This design comes from an exercise in tuning for small area and a short achievable clock period on the open sky130 flow, not from production work. In this exercise RTL edits were held to simulation tests only and were not proved equivalent to the original.

Design IEEE754_Mult, start of the top module:
module IEEE754_Mult
(
	input clock,
	input resetn,
	input [31:0] a,
	input [31:0] b,
	output [31:0] y
);
	reg        z1, s1;
	reg [7:0]  e1;
	reg [22:0] ma;
	reg [11:0] one, two;
	reg [10:0] bo;
	always @(posedge clock) begin
		z1 <= !resetn || a == 32'h00000000 || b == 32'h00000000;
		s1 <= a[31] ^ b[31];
		e1 <= (a[30:23] + b[30:23] + 8'd1) ^ 8'h80;
		ma <= a[22:0];
		bo <= {b[21], b[19], b[17], b[15], b[13], b[11], b[9], b[7], b[5], b[3], b[1]};
		one[0] <= b[0] ^ 1'b0;
		two[0] <= (b[1] & ~b[0] & ~1'b0) | (~b[1] & b[0] & 1'b0);
		one[1] <= b[2] ^ b[1];
		two[1] <= (b[3] & ~b[2] & ~b[1]) | (~b[3] & b[2] & b[1]);
		one[2] <= b[4] ^ b[3];
		two[2] <= (b[5] & ~b[4] & ~b[3]) | (~b[5] & b[4] & b[3]);
		one[3] <= b[6] ^ b[5];
		two[3] <= (b[7] & ~b[6] & ~b[5]) | (~b[7] & b[6] & b[5]);
		one[4] <= b[8] ^ b[7];
		two[4] <= (b[9] & ~b[8] & ~b[7]) | (~b[9] & b[8] & b[7]);
		one[5] <= b[10] ^ b[9];
  ...
For scale: about 98 I/O pins, about 0.016 mm² of cells after synthesis.
==> flow/config.mk <==
export PLATFORM = sky130hd
export DESIGN_NAME = IEEE754_Mult
export DESIGN_NICKNAME = IEEE754_Mult
export VERILOG_FILES = /design/flow/design.v
export SDC_FILE = /design/flow/constraint.sdc
export NUM_CORES = 4
export LEC_CHECK = 0
export CAP_MARGIN = 20
export CORE_MARGIN = 2
export CORE_UTILIZATION = 40
export CTS_BUF_LIST = sky130_fd_sc_hd__clkbuf_8 sky130_fd_sc_hd__clkbuf_16
export SETUP_SLACK_MARGIN = 5
export SLEW_MARGIN = 20
export SYNTH_HIERARCHICAL = 1
==> flow/constraint.sdc <==
create_clock -name core_clock -period 11.0 [get_ports {clock}]
set_input_delay 2.2000 -clock core_clock [delete_from_list [all_inputs] [get_ports {clock}]]
set_output_delay 2.2000 -clock core_clock [all_outputs]
set_load 0.01 [all_outputs]
standard.sh (not shown) runs the stock make flow with config.mk's settings and CLKGATE_MAP_FILE= SYNTH_SCRIPT=/design/flow/synth_recipe.tcl, a recipe that flattens the netlist after the stock synthesis.
==> flow/flow/run.sh <==
#!/bin/bash
set -euo pipefail
bash standard.sh SETUP_SLACK_MARGIN=7 TNS_END_PERCENT=1 REMOVE_ABC_BUFFERS=1 "BUFFER_PORTS_ARGS=-buffer_cell sky130_fd_sc_hd__buf_2"  finish > standard.log 2>&1
The first run went through all stages and came out clean.
Edit:
==> flow/flow/run.sh (replaced) <==
#!/bin/bash
set -euo pipefail
bash standard.sh SETUP_SLACK_MARGIN=7 TNS_END_PERCENT=5 "BUFFER_PORTS_ARGS=-buffer_cell sky130_fd_sc_hd__buf_2"  finish > standard.log 2>&1
Final cell count falls by 0.78%.
Count of clock-buffer cells in the layout stays the same.
Cell area hardly moves.
Via count falls by 0.88%.
Worst hold slack hardly moves.
Core utilization rises by 0.10 points.
Area after synthesis does not change.
Worst setup slack gets better by 8.5 ps.
Edit:
==> flow/flow/run.sh (replaced) <==
#!/bin/bash
set -euo pipefail
bash standard.sh SETUP_SLACK_MARGIN=7 TNS_END_PERCENT=1 "BUFFER_PORTS_ARGS=-buffer_cell sky130_fd_sc_hd__buf_2"  finish > standard.log 2>&1
After rerunning: Routed wire length falls by a few percent. Die area stays the same. Sequential share of layout area stays flat. Synthesized cell count is unchanged. Final cell count hardly moves. Non-clock buffer count is lower by 6. Cell area drops slightly. Count of clock-buffer cells in the layout is higher by 1. Worst setup slack improved by 110 ps.
Edit:
- CTS_BUF_LIST: sky130_fd_sc_hd__clkbuf_8 sky130_fd_sc_hd__clkbuf_16 -> not set
After rerunning:
- setup slack is unchanged
- synthesized area does not change
- final area does not change
- global-route usage stays the same

==> port drivers added, routing unchanged <==
The flow's constraints put no driver on any port. The routed layouts listed below were extracted and timed again, unchanged, in two steps.
Step 1, drivers: a clkbuf_16 drives clock and a buf_2 each remaining input, both assumed.
Step 2, shift: input delay + t, output delay - t, t = (earliest + latest rising clock arrival at the registers) / 2. This alone moves slack from input paths to output paths.
Three values: ideal, step 1, step 2; two values: the first two.
run | shift t [ns] | setup WS [ns] | worst setup path after step 2 | worst register clock-pin slew, ns | pins driven straight from the clock port
the first run | 0.414 | 6.258 / 6.213 / 6.411 | register to register | 0.10 / 0.10 | 1
the second run | 0.405 | 6.266 / 6.221 / 6.399 | register to register | 0.08 / 0.08 | 1
the third run | 0.413 | 6.378 / 6.331 / 6.419 | register to register | 0.10 / 0.10 | 1
the fourth run | 0.413 | 6.378 / 6.331 / 6.419 | register to register | 0.10 / 0.10 | 1
After both steps every run listed still meets setup and hold.
